This is an optimization exercise on Yosys and OpenROAD, whose aim is small area and a short achievable clock period, not a production implementation. No functional check of the RTL was part of this run.

$ cat flow/design.v
module divu8 (
    input  wire [7:0] n,       
    input  wire [7:0] d,       
    input  wire [31:0] nc,     
    input  wire [31:0] dc,     
    input  wire [1:0] sel,     
    output wire [7:0] q,
    output wire [7:0] r
);
    wire k0_hz7 = ~dc[1] & ~dc[2] & ~dc[3] & ~dc[4] & ~dc[5] & ~dc[6] & ~dc[7];
    wire k0_g7_0_0 = ~nc[7] & dc[0];
    wire k0_p7_0_0 = ~(nc[7] ^ dc[0]);
    wire k0_ge7 = k0_hz7 & ~k0_g7_0_0;
    wire k0_r7_0 = k0_ge7 ? (nc[7] ^ dc[0] ^ 1'b0) : nc[7];
    wire k0_hz6 = ~dc[2] & ~dc[3] & ~dc[4] & ~dc[5] & ~dc[6] & ~dc[7];
    wire k0_g6_0_0 = ~nc[6] & dc[0];
    wire k0_p6_0_0 = ~(nc[6] ^ dc[0]);
    wire k0_g6_1_0 = ~k0_r7_0 & dc[1];
    wire k0_p6_1_0 = ~(k0_r7_0 ^ dc[1]);
    wire k0_g6_1_1 = k0_g6_1_0 | (k0_p6_1_0 & k0_g6_0_0);
    wire k0_p6_1_1 = k0_p6_1_0 & k0_p6_0_0;
    wire k0_ge6 = k0_hz6 & ~k0_g6_1_1;
    wire k0_r6_0 = k0_ge6 ? (nc[6] ^ dc[0] ^ 1'b0) : nc[6];
    wire k0_r6_1 = k0_ge6 ? (k0_r7_0 ^ dc[1] ^ k0_g6_0_0) : k0_r7_0;
    wire k1_hz7 = ~dc[9] & ~dc[10] & ~dc[11] & ~dc[12] & ~dc[13] & ~dc[14] & ~dc[15];
    wire k1_g7_0_0 = ~nc[15] & dc[8];
    wire k1_p7_0_0 = ~(nc[15] ^ dc[8]);
    wire k1_ge7 = k1_hz7 & ~k1_g7_0_0;
    wire k1_r7_0 = k1_ge7 ? (nc[15] ^ dc[8] ^ 1'b0) : nc[15];
    wire k1_hz6 = ~dc[10] & ~dc[11] & ~dc[12] & ~dc[13] & ~dc[14] & ~dc[15];
    wire k1_g6_0_0 = ~nc[14] & dc[8];
    wire k1_p6_0_0 = ~(nc[14] ^ dc[8]);
    wire k1_g6_1_0 = ~k1_r7_0 & dc[9];
    wire k1_p6_1_0 = ~(k1_r7_0 ^ dc[9]);
    wire k1_g6_1_1 = k1_g6_1_0 | (k1_p6_1_0 & k1_g6_0_0);
    wire k1_p6_1_1 = k1_p6_1_0 & k1_p6_0_0;
    wire k1_ge6 = k1_hz6 & ~k1_g6_1_1;
    wire k1_r6_0 = k1_ge6 ? (nc[14] ^ dc[8] ^ 1'b0) : nc[14];
    wire k1_r6_1 = k1_ge6 ? (k1_r7_0 ^ dc[9] ^ k1_g6_0_0) : k1_r7_0;
    wire k2_hz7 = ~dc[17] & ~dc[18] & ~dc[19] & ~dc[20] & ~dc[21] & ~dc[22] & ~dc[23];
    wire k2_g7_0_0 = ~nc[23] & dc[16];
    wire k2_p7_0_0 = ~(nc[23] ^ dc[16]);
    wire k2_ge7 = k2_hz7 & ~k2_g7_0_0;
    wire k2_r7_0 = k2_ge7 ? (nc[23] ^ dc[16] ^ 1'b0) : nc[23];
    wire k2_hz6 = ~dc[18] & ~dc[19] & ~dc[20] & ~dc[21] & ~dc[22] & ~dc[23];
    wire k2_g6_0_0 = ~nc[22] & dc[16];
    wire k2_p6_0_0 = ~(nc[22] ^ dc[16]);
    wire k2_g6_1_0 = ~k2_r7_0 & dc[17];
    wire k2_p6_1_0 = ~(k2_r7_0 ^ dc[17]);
    wire k2_g6_1_1 = k2_g6_1_0 | (k2_p6_1_0 & k2_g6_0_0);
    wire k2_p6_1_1 = k2_p6_1_0 & k2_p6_0_0;
    wire k2_ge6 = k2_hz6 & ~k2_g6_1_1;
    wire k2_r6_0 = k2_ge6 ? (nc[22] ^ dc[16] ^ 1'b0) : nc[22];
    wire k2_r6_1 = k2_ge6 ? (k2_r7_0 ^ dc[17] ^ k2_g6_0_0) : k2_r7_0;
    wire k3_hz7 = ~dc[25] & ~dc[26] & ~dc[27] & ~dc[28] & ~dc[29] & ~dc[30] & ~dc[31];
    wire k3_g7_0_0 = ~nc[31] & dc[24];
    wire k3_p7_0_0 = ~(nc[31] ^ dc[24]);
    wire k3_ge7 = k3_hz7 & ~k3_g7_0_0;
    wire k3_r7_0 = k3_ge7 ? (nc[31] ^ dc[24] ^ 1'b0) : nc[31];
    wire k3_hz6 = ~dc[26] & ~dc[27] & ~dc[28] & ~dc[29] & ~dc[30] & ~dc[31];
    wire k3_g6_0_0 = ~nc[30] & dc[24];
    wire k3_p6_0_0 = ~(nc[30] ^ dc[24]);
    wire k3_g6_1_0 = ~k3_r7_0 & dc[25];
    wire k3_p6_1_0 = ~(k3_r7_0 ^ dc[25]);
    wire k3_g6_1_1 = k3_g6_1_0 | (k3_p6_1_0 & k3_g6_0_0);
    wire k3_p6_1_1 = k3_p6_1_0 & k3_p6_0_0;
    wire k3_ge6 = k3_hz6 & ~k3_g6_1_1;
    wire k3_r6_0 = k3_ge6 ? (nc[30] ^ dc[24] ^ 1'b0) : nc[30];
    wire k3_r6_1 = k3_ge6 ? (k3_r7_0 ^ dc[25] ^ k3_g6_0_0) : k3_r7_0;
    reg [1:0] qe;
    reg [1:0] re;
    always @* begin
        case (sel)
            2'd0: begin qe = {k0_ge7, k0_ge6}; re = {k0_r6_1, k0_r6_0}; end
            2'd1: begin qe = {k1_ge7, k1_ge6}; re = {k1_r6_1, k1_r6_0}; end
            2'd2: begin qe = {k2_ge7, k2_ge6}; re = {k2_r6_1, k2_r6_0}; end
            default: begin qe = {k3_ge7, k3_ge6}; re = {k3_r6_1, k3_r6_0}; end
        endcase
    end
    assign q[7] = qe[1];
    assign q[6] = qe[0];
    wire hz5 = ~d[3] & ~d[4] & ~d[5] & ~d[6] & ~d[7];
    wire g5_0_0 = ~n[5] & d[0];
    wire p5_0_0 = ~(n[5] ^ d[0]);
    wire g5_1_0 = ~re[0] & d[1];
    wire p5_1_0 = ~(re[0] ^ d[1]);
    wire g5_2_0 = ~re[1] & d[2];
    wire p5_2_0 = ~(re[1] ^ d[2]);
    wire g5_1_1 = g5_1_0 | (p5_1_0 & g5_0_0);
    wire p5_1_1 = p5_1_0 & p5_0_0;
    wire g5_2_2 = g5_2_0 | (p5_2_0 & g5_1_1);
    wire p5_2_2 = p5_2_0 & p5_1_1;
    wire ge5 = hz5 & ~g5_2_2;
    wire r5_0 = ge5 ? (n[5] ^ d[0] ^ 1'b0) : n[5];
    wire r5_1 = ge5 ? (re[0] ^ d[1] ^ g5_0_0) : re[0];
    wire r5_2 = ge5 ? (re[1] ^ d[2] ^ g5_1_1) : re[1];
    assign q[5] = ge5;
    wire hz4 = ~d[4] & ~d[5] & ~d[6] & ~d[7];
    wire g4_0_0 = ~n[4] & d[0];
    wire p4_0_0 = ~(n[4] ^ d[0]);
    wire g4_1_0 = ~r5_0 & d[1];
    wire p4_1_0 = ~(r5_0 ^ d[1]);
    wire g4_2_0 = ~r5_1 & d[2];
    wire p4_2_0 = ~(r5_1 ^ d[2]);
    wire g4_3_0 = ~r5_2 & d[3];
    wire p4_3_0 = ~(r5_2 ^ d[3]);
    wire g4_1_1 = g4_1_0 | (p4_1_0 & g4_0_0);
    wire p4_1_1 = p4_1_0 & p4_0_0;
    wire g4_3_1 = g4_3_0 | (p4_3_0 & g4_2_0);
    wire p4_3_1 = p4_3_0 & p4_2_0;
    wire g4_2_2 = g4_2_0 | (p4_2_0 & g4_1_1);
    wire p4_2_2 = p4_2_0 & p4_1_1;
    wire g4_3_2 = g4_3_1 | (p4_3_1 & g4_1_1);
    wire p4_3_2 = p4_3_1 & p4_1_1;
    wire ge4 = hz4 & ~g4_3_2;
    wire r4_0 = ge4 ? (n[4] ^ d[0] ^ 1'b0) : n[4];
    wire r4_1 = ge4 ? (r5_0 ^ d[1] ^ g4_0_0) : r5_0;
    wire r4_2 = ge4 ? (r5_1 ^ d[2] ^ g4_1_1) : r5_1;
    wire r4_3 = ge4 ? (r5_2 ^ d[3] ^ g4_2_2) : r5_2;
    assign q[4] = ge4;
    wire hz3 = ~d[5] & ~d[6] & ~d[7];
    wire g3_0_0 = ~n[3] & d[0];
    wire p3_0_0 = ~(n[3] ^ d[0]);
    wire g3_1_0 = ~r4_0 & d[1];
    wire p3_1_0 = ~(r4_0 ^ d[1]);
    wire g3_2_0 = ~r4_1 & d[2];
    wire p3_2_0 = ~(r4_1 ^ d[2]);
    wire g3_3_0 = ~r4_2 & d[3];
    wire p3_3_0 = ~(r4_2 ^ d[3]);
    wire g3_4_0 = ~r4_3 & d[4];
    wire p3_4_0 = ~(r4_3 ^ d[4]);
    wire g3_1_1 = g3_1_0 | (p3_1_0 & g3_0_0);
    wire p3_1_1 = p3_1_0 & p3_0_0;
    wire g3_3_1 = g3_3_0 | (p3_3_0 & g3_2_0);
    wire p3_3_1 = p3_3_0 & p3_2_0;
    wire g3_2_2 = g3_2_0 | (p3_2_0 & g3_1_1);
    wire p3_2_2 = p3_2_0 & p3_1_1;
    wire g3_3_2 = g3_3_1 | (p3_3_1 & g3_1_1);
    wire p3_3_2 = p3_3_1 & p3_1_1;
    wire g3_4_3 = g3_4_0 | (p3_4_0 & g3_3_2);
    wire p3_4_3 = p3_4_0 & p3_3_2;
    wire ge3 = hz3 & ~g3_4_3;
    wire r3_0 = ge3 ? (n[3] ^ d[0] ^ 1'b0) : n[3];
    wire r3_1 = ge3 ? (r4_0 ^ d[1] ^ g3_0_0) : r4_0;
    wire r3_2 = ge3 ? (r4_1 ^ d[2] ^ g3_1_1) : r4_1;
    wire r3_3 = ge3 ? (r4_2 ^ d[3] ^ g3_2_2) : r4_2;
    wire r3_4 = ge3 ? (r4_3 ^ d[4] ^ g3_3_2) : r4_3;
    assign q[3] = ge3;
    wire hz2 = ~d[6] & ~d[7];
    wire g2_0_0 = ~n[2] & d[0];
    wire p2_0_0 = ~(n[2] ^ d[0]);
    wire g2_1_0 = ~r3_0 & d[1];
    wire p2_1_0 = ~(r3_0 ^ d[1]);
    wire g2_2_0 = ~r3_1 & d[2];
    wire p2_2_0 = ~(r3_1 ^ d[2]);
    wire g2_3_0 = ~r3_2 & d[3];
    wire p2_3_0 = ~(r3_2 ^ d[3]);
    wire g2_4_0 = ~r3_3 & d[4];
    wire p2_4_0 = ~(r3_3 ^ d[4]);
    wire g2_5_0 = ~r3_4 & d[5];
    wire p2_5_0 = ~(r3_4 ^ d[5]);
    wire g2_1_1 = g2_1_0 | (p2_1_0 & g2_0_0);
    wire p2_1_1 = p2_1_0 & p2_0_0;
    wire g2_3_1 = g2_3_0 | (p2_3_0 & g2_2_0);
    wire p2_3_1 = p2_3_0 & p2_2_0;
    wire g2_5_1 = g2_5_0 | (p2_5_0 & g2_4_0);
    wire p2_5_1 = p2_5_0 & p2_4_0;
    wire g2_2_2 = g2_2_0 | (p2_2_0 & g2_1_1);
    wire p2_2_2 = p2_2_0 & p2_1_1;
    wire g2_3_2 = g2_3_1 | (p2_3_1 & g2_1_1);
    wire p2_3_2 = p2_3_1 & p2_1_1;
    wire g2_4_3 = g2_4_0 | (p2_4_0 & g2_3_2);
    wire p2_4_3 = p2_4_0 & p2_3_2;
    wire g2_5_3 = g2_5_1 | (p2_5_1 & g2_3_2);
    wire p2_5_3 = p2_5_1 & p2_3_2;
    wire ge2 = hz2 & ~g2_5_3;
    wire r2_0 = ge2 ? (n[2] ^ d[0] ^ 1'b0) : n[2];
    wire r2_1 = ge2 ? (r3_0 ^ d[1] ^ g2_0_0) : r3_0;
    wire r2_2 = ge2 ? (r3_1 ^ d[2] ^ g2_1_1) : r3_1;
    wire r2_3 = ge2 ? (r3_2 ^ d[3] ^ g2_2_2) : r3_2;
    wire r2_4 = ge2 ? (r3_3 ^ d[4] ^ g2_3_2) : r3_3;
    wire r2_5 = ge2 ? (r3_4 ^ d[5] ^ g2_4_3) : r3_4;
    assign q[2] = ge2;
    wire hz1 = ~d[7];
    wire g1_0_0 = ~n[1] & d[0];
    wire p1_0_0 = ~(n[1] ^ d[0]);
    wire g1_1_0 = ~r2_0 & d[1];
    wire p1_1_0 = ~(r2_0 ^ d[1]);
    wire g1_2_0 = ~r2_1 & d[2];
    wire p1_2_0 = ~(r2_1 ^ d[2]);
    wire g1_3_0 = ~r2_2 & d[3];
    wire p1_3_0 = ~(r2_2 ^ d[3]);
    wire g1_4_0 = ~r2_3 & d[4];
    wire p1_4_0 = ~(r2_3 ^ d[4]);
    wire g1_5_0 = ~r2_4 & d[5];
    wire p1_5_0 = ~(r2_4 ^ d[5]);
    wire g1_6_0 = ~r2_5 & d[6];
    wire p1_6_0 = ~(r2_5 ^ d[6]);
    wire g1_1_1 = g1_1_0 | (p1_1_0 & g1_0_0);
    wire p1_1_1 = p1_1_0 & p1_0_0;
    wire g1_3_1 = g1_3_0 | (p1_3_0 & g1_2_0);
    wire p1_3_1 = p1_3_0 & p1_2_0;
    wire g1_5_1 = g1_5_0 | (p1_5_0 & g1_4_0);
    wire p1_5_1 = p1_5_0 & p1_4_0;
    wire g1_2_2 = g1_2_0 | (p1_2_0 & g1_1_1);
    wire p1_2_2 = p1_2_0 & p1_1_1;
    wire g1_3_2 = g1_3_1 | (p1_3_1 & g1_1_1);
    wire p1_3_2 = p1_3_1 & p1_1_1;
    wire g1_6_2 = g1_6_0 | (p1_6_0 & g1_5_1);
    wire p1_6_2 = p1_6_0 & p1_5_1;
    wire g1_4_3 = g1_4_0 | (p1_4_0 & g1_3_2);
    wire p1_4_3 = p1_4_0 & p1_3_2;
    wire g1_5_3 = g1_5_1 | (p1_5_1 & g1_3_2);
    wire p1_5_3 = p1_5_1 & p1_3_2;
    wire g1_6_3 = g1_6_2 | (p1_6_2 & g1_3_2);
    wire p1_6_3 = p1_6_2 & p1_3_2;
    wire ge1 = hz1 & ~g1_6_3;
    wire r1_0 = ge1 ? (n[1] ^ d[0] ^ 1'b0) : n[1];
    wire r1_1 = ge1 ? (r2_0 ^ d[1] ^ g1_0_0) : r2_0;
    wire r1_2 = ge1 ? (r2_1 ^ d[2] ^ g1_1_1) : r2_1;
    wire r1_3 = ge1 ? (r2_2 ^ d[3] ^ g1_2_2) : r2_2;
    wire r1_4 = ge1 ? (r2_3 ^ d[4] ^ g1_3_2) : r2_3;
    wire r1_5 = ge1 ? (r2_4 ^ d[5] ^ g1_4_3) : r2_4;
    wire r1_6 = ge1 ? (r2_5 ^ d[6] ^ g1_5_3) : r2_5;
    assign q[1] = ge1;
    wire hz0 = 1'b1;
    wire g0_0_0 = ~n[0] & d[0];
    wire p0_0_0 = ~(n[0] ^ d[0]);
    wire g0_1_0 = ~r1_0 & d[1];
    wire p0_1_0 = ~(r1_0 ^ d[1]);
    wire g0_2_0 = ~r1_1 & d[2];
    wire p0_2_0 = ~(r1_1 ^ d[2]);
    wire g0_3_0 = ~r1_2 & d[3];
    wire p0_3_0 = ~(r1_2 ^ d[3]);
    wire g0_4_0 = ~r1_3 & d[4];
    wire p0_4_0 = ~(r1_3 ^ d[4]);
    wire g0_5_0 = ~r1_4 & d[5];
    wire p0_5_0 = ~(r1_4 ^ d[5]);
    wire g0_6_0 = ~r1_5 & d[6];
    wire p0_6_0 = ~(r1_5 ^ d[6]);
    wire g0_7_0 = ~r1_6 & d[7];
    wire p0_7_0 = ~(r1_6 ^ d[7]);
    wire g0_1_1 = g0_1_0 | (p0_1_0 & g0_0_0);
    wire p0_1_1 = p0_1_0 & p0_0_0;
    wire g0_3_1 = g0_3_0 | (p0_3_0 & g0_2_0);
    wire p0_3_1 = p0_3_0 & p0_2_0;
    wire g0_5_1 = g0_5_0 | (p0_5_0 & g0_4_0);
    wire p0_5_1 = p0_5_0 & p0_4_0;
    wire g0_7_1 = g0_7_0 | (p0_7_0 & g0_6_0);
    wire p0_7_1 = p0_7_0 & p0_6_0;
    wire g0_2_2 = g0_2_0 | (p0_2_0 & g0_1_1);
    wire p0_2_2 = p0_2_0 & p0_1_1;
    wire g0_3_2 = g0_3_1 | (p0_3_1 & g0_1_1);
    wire p0_3_2 = p0_3_1 & p0_1_1;
    wire g0_6_2 = g0_6_0 | (p0_6_0 & g0_5_1);
    wire p0_6_2 = p0_6_0 & p0_5_1;
    wire g0_7_2 = g0_7_1 | (p0_7_1 & g0_5_1);
    wire p0_7_2 = p0_7_1 & p0_5_1;
    wire g0_4_3 = g0_4_0 | (p0_4_0 & g0_3_2);
    wire p0_4_3 = p0_4_0 & p0_3_2;
    wire g0_5_3 = g0_5_1 | (p0_5_1 & g0_3_2);
    wire p0_5_3 = p0_5_1 & p0_3_2;
    wire g0_6_3 = g0_6_2 | (p0_6_2 & g0_3_2);
    wire p0_6_3 = p0_6_2 & p0_3_2;
    wire g0_7_3 = g0_7_2 | (p0_7_2 & g0_3_2);
    wire p0_7_3 = p0_7_2 & p0_3_2;
    wire ge0 = hz0 & ~g0_7_3;
    wire r0_0 = ge0 ? (n[0] ^ d[0] ^ 1'b0) : n[0];
    wire r0_1 = ge0 ? (r1_0 ^ d[1] ^ g0_0_0) : r1_0;
    wire r0_2 = ge0 ? (r1_1 ^ d[2] ^ g0_1_1) : r1_1;
    wire r0_3 = ge0 ? (r1_2 ^ d[3] ^ g0_2_2) : r1_2;
    wire r0_4 = ge0 ? (r1_3 ^ d[4] ^ g0_3_2) : r1_3;
    wire r0_5 = ge0 ? (r1_4 ^ d[5] ^ g0_4_3) : r1_4;
    wire r0_6 = ge0 ? (r1_5 ^ d[6] ^ g0_5_3) : r1_5;
    wire r0_7 = ge0 ? (r1_6 ^ d[7] ^ g0_6_3) : r1_6;
    assign q[0] = ge0;
    assign r = {r0_7, r0_6, r0_5, r0_4, r0_3, r0_2, r0_1, r0_0};
endmodule
module mul8lo (
    input  wire [7:0] a,
    input  wire [7:0] b,
    output wire [7:0] p
);
    wire [7:0] s [0:7];
    wire [8:0] c [0:7];
    genvar i, j;
    generate
        for (j = 0; j < 8; j = j + 1) begin : r0
            assign s[0][j] = a[j] & b[0];
        end
        assign c[0] = 9'd0;
        for (i = 1; i < 8; i = i + 1) begin : row
            for (j = 0; j < i; j = j + 1) begin : lo
                assign s[i][j] = s[i-1][j];
            end
            assign c[i][i:0] = {(i+1){1'b0}};
            for (j = i; j < 8; j = j + 1) begin : col
                wire x = s[i-1][j];
                wire y = c[i-1][j];
                wire z = a[j-i] & b[i];
                assign s[i][j]   = x ^ y ^ z;
                assign c[i][j+1] = (x & y) | (x & z) | (y & z);
            end
        end
    endgenerate
    assign p = s[7];
endmodule
module addsub8 (
    input  wire [7:0] a,
    input  wire [7:0] b,
    input  wire       sub,
    output wire [7:0] y
);
    wire [7:0] x = a ^ {8{sub}};
    wire [8:0] c;
    assign c[0] = sub;
    genvar j;
    generate
        for (j = 0; j < 8; j = j + 1) begin : bt
            assign y[j]   = b[j] ^ x[j] ^ c[j];
            assign c[j+1] = (b[j] & x[j]) | (b[j] & c[j]) | (x[j] & c[j]);
        end
    endgenerate
endmodule
module main (
    input wire clk,
    input wire rst,
    input wire [7:0] in,
    input wire [2:0] op,
    input wire apply,
    output wire [7:0] tail,
    output wire empty,
    output reg valid
);
    reg [7:0] q0, q1, q2, q3, q4;
    reg [2:0] c;     
    assign tail  = q0;
    assign empty = (c == 3'd0);
    reg [7:0] a, b;
    always @* begin
        case ({c[2], c[0]})
            2'd0: begin a = q1; b = q0; end
            2'd1: begin a = q2; b = q1; end
            2'd2: begin a = q3; b = q2; end
            default: begin a = q4; b = q3; end
        endcase
    end
    wire [7:0] quo, rem;
    divu8 u_div (.n(b), .d(a), .nc({q3, q2, q1, q0}), .dc({q4, q3, q2, q1}), .sel({c[2], c[0]}),
                 .q(quo), .r(rem));
    wire       sub = op[2];
    wire [7:0] sum, prod;
    addsub8 u_as (.a(a), .b(b), .sub(sub), .y(sum));
    mul8lo u_mul (.a(a), .b(b), .p(prod));
    reg [7:0] res;
    always @* begin
        case (op)
            3'd0:    res = in;
            3'd3:    res = prod;
            3'd5:    res = quo;
            3'd6:    res = rem;
            default: res = sum;
        endcase
    end
    wire full = c[2] & c[0];
    wire ge2  = c[2] | c[1];
    wire ge1  = c != 3'd0;
    wire bad = (op == 3'd7)
             | ((op == 3'd0) & full)
             | ((op == 3'd1) & ~ge1)
             | ((op != 3'd0) & (op != 3'd1) & ~ge2)
             | (((op == 3'd5) | (op == 3'd6)) & (a == 8'd0));
    always @(posedge clk) begin
        if (apply && op != 3'd1) begin
            q0 <= res;
            q1 <= q0;
            q2 <= q1;
            q3 <= q2;
            q4 <= q3;
        end
    end
    always @(posedge clk or posedge rst) begin
        if (rst) begin
            c     <= 3'd0;
            valid <= 1'b1;
        end else if (apply) begin
            if (op == 3'd0) c <= c + 3'd1;
            else            c <= c - 3'd1;
            if (bad) valid <= 1'b0;
        end
    end
endmodule
$ cat flow/run.sh
#!/bin/bash
# synth_recipe.tcl (not shown) runs the flow's synth.tcl, then flattens the netlist and writes it again
# the make line also repeats each setting of config.mk as NAME=value (left out here)
make -C /OpenROAD-flow-scripts/flow DESIGN_CONFIG=/design/flow/config.mk WORK_HOME=/design/flow/orfs CLKGATE_MAP_FILE= SYNTH_SCRIPT=/design/flow/synth_recipe.tcl finish
$ cat flow/config.mk
export PLATFORM = sky130hd
export DESIGN_NAME = main
export DESIGN_NICKNAME = main
export VERILOG_FILES = /design/flow/design.v
export SDC_FILE = /design/flow/constraint.sdc
export NUM_CORES = 4
export LEC_CHECK = 0
export ABC_AREA = 1
export CAP_MARGIN = 0
export CORE_MARGIN = 2
export CORE_UTILIZATION = 60
export SETUP_SLACK_MARGIN = 5
export SLEW_MARGIN = 0
export TNS_END_PERCENT = 10
$ cat flow/constraint.sdc
create_clock -name core_clock -period 15.5 [get_ports {clk}]
set_input_delay 3.1000 -clock core_clock [delete_from_list [all_inputs] [get_ports {clk}]]
set_output_delay 3.1000 -clock core_clock [all_outputs]
set_load 0.01 [all_outputs]
==> flow_summary.json <==
{
  "synth_flop_cell": "edfxtp_1",
  "vias": 5141,
  "clk_transition_reported_paths_ns": 0.09,
  "htreeDepth": 2,
  "core_area_um2": 8680,
  "clk_path_buf_depth": 2,
  "holdPathStages": 1,
  "globalplace.congestion": 1.04,
  "final_util_pct": 76.4,
  "final_layout_size_suffix_gt1_share_pct": 27.0,
  "drc_errors": 0,
  "arrival_ns": 10.63,
  "port_buffers": 23,
  "regArea_um2": 1310,
  "num_rows": 34,
  "antenna_found_initial": 0,
  "num_antenna_cells": 0,
  "yosys_warnings": 3,
  "holdPathEnd": "valid$_DFFE_PP1P_",
  "synth_cell_types": 50,
  "setup_ws_ns": 5.05,
  "drtPass1Iterations": 5,
  "area_delta_synth_final_pct": 23.9,
  "reg2reg_slack_ns": 5.05,
  "die_x_um": 98.5,
  "ys_ff_latch": 44,
  "cts_inserted_buffers": 5,
  "outcome": "complete, no violations",
  "slew_headroom_pct": 27.6,
  "required_ns": 15.68,
  "cts_sinks": 44,
  "post-place-ws_ns": 3.77,
  "die_area_um2": 9690,
  "tightest_slew_ns": 1.08,
  "worstHoldPathType": "reg -> reg",
  "drv_slew": 0,
  "synth.most_common_cell": "nand2_1",
  "worstReg2RegStart": "q2[7]$_DFFE_PP_",
  "io_pins": 24,
  "grt.overflow.total": 0,
  "synth_cells": 669,
  "synth_nets": 770,
  "cp_max_fo": 8,
  "crit_path_frequent_cell": "nand2_2",
  "grt_pass1_wl_um": 24600,
  "fillCellCount": 635,
  "drv_cap": 0,
  "fmax_ghz": 0.0957,
  "setup_viol": 0,
  "drtIter0Drc": 339,
  "cp_slowest_cell": "edfxtp_1",
  "track_usage_pct": 32.2,
  "clock_latency_ns": 0.31,
  "finalClockSkew_ns": 0.00829,
  "slowest_delay_ns": 0.44,
  "wl_um": 16200,
  "finalCritPeriodShare_pct": 67.4,
  "place.detailed.hpwl_um": 11700,
  "synthArstFlopShare_pct": 9.09,
  "multi_input_area_um2": 4000,
  "cts_root_buf": "clkbuf_8",
  "cts_tree": "yes",
  "first_global_vias": 4960,
  "hold_viol": 0,
  "syn_avg_cell_area_um2": 8.00,
  "grt_max_degree": 39,
  "synth.area.top_cells": "edfxtp_1 (22%), fa_1 (16%), nand2_1 (11%)",
  "netlist_top_cells_count": "nand2_1 (156), inv_1 (91), nor2_1 (61), ha_1 (45), nand3_1 (44)",
  "finalCriticalPeriod_ns": 10.45,
  "netlist_area_um2": 5350,
  "seq_area_frac_synth_pct": 24.3,
  "setup_tns_ns": 0,
  "critPathLaunchType": "register",
  "reg2reg_depth": 65,
  "hold_ws_ns": 0.491,
  "via_per_inst": 6.00,
  "rsz0062_at_grt": "true",
  "num-nets-final": 849,
  "end_kind": "register",
  "yosysTopAreaCellShare_pct": 22.4,
  "min-delay-start": "valid$_DFFE_PP1P_",
  "yosysTopAreaCell": "edfxtp_1",
  "wl_per_cell_um": 18.9,
  "start_util_pct": 61.7,
  "reg2reg_to": "q0[0]$_DFFE_PP_",
  "fp.dieH_um": 98.5,
  "synth_edf_count": 40,
  "postRouteAntennaNets": 0,
  "path_class": "reg -> reg"
}
[cell type report]
class	count	area share, %
Clock buffer	5	1.04
Clock inverter	3	0.717
Inverter	99	5.81
Multi-Input combinational cell	515	60.4
Sequential cell	44	19.7
Tap cell	108	2.04
Timing Repair Buffer	81	10.2
Timing Repair inverter	2	0.189
[worst max-delay path: cells and delay by family, from the launching register on]
family | cells | cell delay (ns)
AO/OA/AOI/OAI | 17 | 2.48
adder cells (fa/ha/maj) | 9 | 2.91
buffers and inverters | 9 | 0.82
flip-flops | 1 | 0.44
AND/OR/NAND/NOR | 30 | 3.68
[per-layer routing]
metal  part of all wire [%]  track usage (%)  routed length, um  up-vias
met5                      0                0                  0        -
met4                    4.3             15.2                704        0
li1                       -                -                  -     2351
met1                     39             40.7               6310     2489
met3                    6.0             2.91                970       64
met2                     51             56.1               8240      237
[registers in the layout, indices dropped and copies added, names as in the netlist]
| name | flops |
|---|---|
| q2 | 8 |
| c | 3 |
| q4 | 8 |
| q0 | 8 |
| valid | 1 |
| q1 | 8 |
| q3 | 8 |
[placed cells by master, fill, tap and decap left out, types with 3 or more instances in the layout]
cell	count
or2_2	3
and2_1	5
nand3_2	8
ha_4	8
clkdlybuf4s50_1	23
ha_1	36
o211ai_1	3
nor3_1	7
inv_2	15
inv_1	80
nand4_1	9
nand3b_1	3
or2_1	5
a21o_1	3
xnor2_1	6
fa_2	10
buf_4	56
a21oi_2	9
nand2_2	24
o21ai_1	9
clkinv_4	3
fa_1	32
nand2_1	136
nor2_2	12
nor2_1	45
nor2_4	8
a21oi_4	6
o21ai_0	21
a21oi_1	8
nand3_1	42
o21ai_2	10
xor2_1	17
edfxtp_1	40
clkbuf_8	5
[per-stage QoR]
| step | cells | instance area (um^2) |
|---|---|---|
| finish | 857 | 6630 |
| global route | 857 | 6630 |
| CTS | 817 | 6020 |
| detailed placement | 795 | 5700 |
| global placement | 795 | 5700 |
| floorplan | 669 | 5350 |
[kinds of logic after synthesis]
logic type,count (synthesis),share of synthesized area [%]
AOI/OAI and AO/OA,88,10.5
and+or+nand+nor,317,26.9
adders and majority gates,87,26.2
DFF,44,24.3
buffers and inverters,110,8.30
xor gates and xnor gates,23,3.76
[what timing repair did]
| item | CTS | global route |
|---|---|---|
| setup endpoints to repair | 8 | 8 |
| gates cloned | 0 | 2 |
| pin swaps | 13 | 67 |
| hold buffers | 0 | 0 |
| gates resized for setup | 30 | 87 |
| setup buffers | 14 | 38 |
[worst max path at each step]
stage	cells past startpoint	start	endpoint	slack, ns
2_1_floorplan	59	q0[7]$_DFFE_PP_	q0[0]$_DFFE_PP_	5.05
3_3_place_gp	53	c[0]$_DFFE_PP0P_	q0[0]$_DFFE_PP_	4.16
3_5_place_dp	53	c[0]$_DFFE_PP0P_	q0[0]$_DFFE_PP_	3.77
4_1_cts	58	q1[4]$_DFFE_PP_	q0[0]$_DFFE_PP_	5.01
5_1_grt	63	q1[4]$_DFFE_PP_	q0[0]$_DFFE_PP_	4.55
6_report	65	q2[7]$_DFFE_PP_	q0[0]$_DFFE_PP_	5.05

re-timing with driven ports:
No port has a modelled driver above. Below, the same layout with a new extraction and two added sets of constraints.
Step 1, drivers: a clkbuf_16 drives clk and a buf_2 each remaining input, both assumed.
Step 2, shift: input delay + t, output delay - t, t = (earliest + latest rising clock arrival at the registers) / 2. This alone moves slack from input paths to output paths.
Three values: ideal ports, drivers, drivers and shift; two values: the first two.
t, ns: 0.336
setup slack, ns: 5.049 / 5.049 / 5.049
worst setup path after step 2: register to register
latest minus earliest clock arrival (ns): 0.008 / 0.008
cell pins on the clock port's net: 1
After both steps this run still meets setup and hold. For this run, drivers alone change the setup slack by 0.000 ns; drivers and shift together by 0.000 ns.
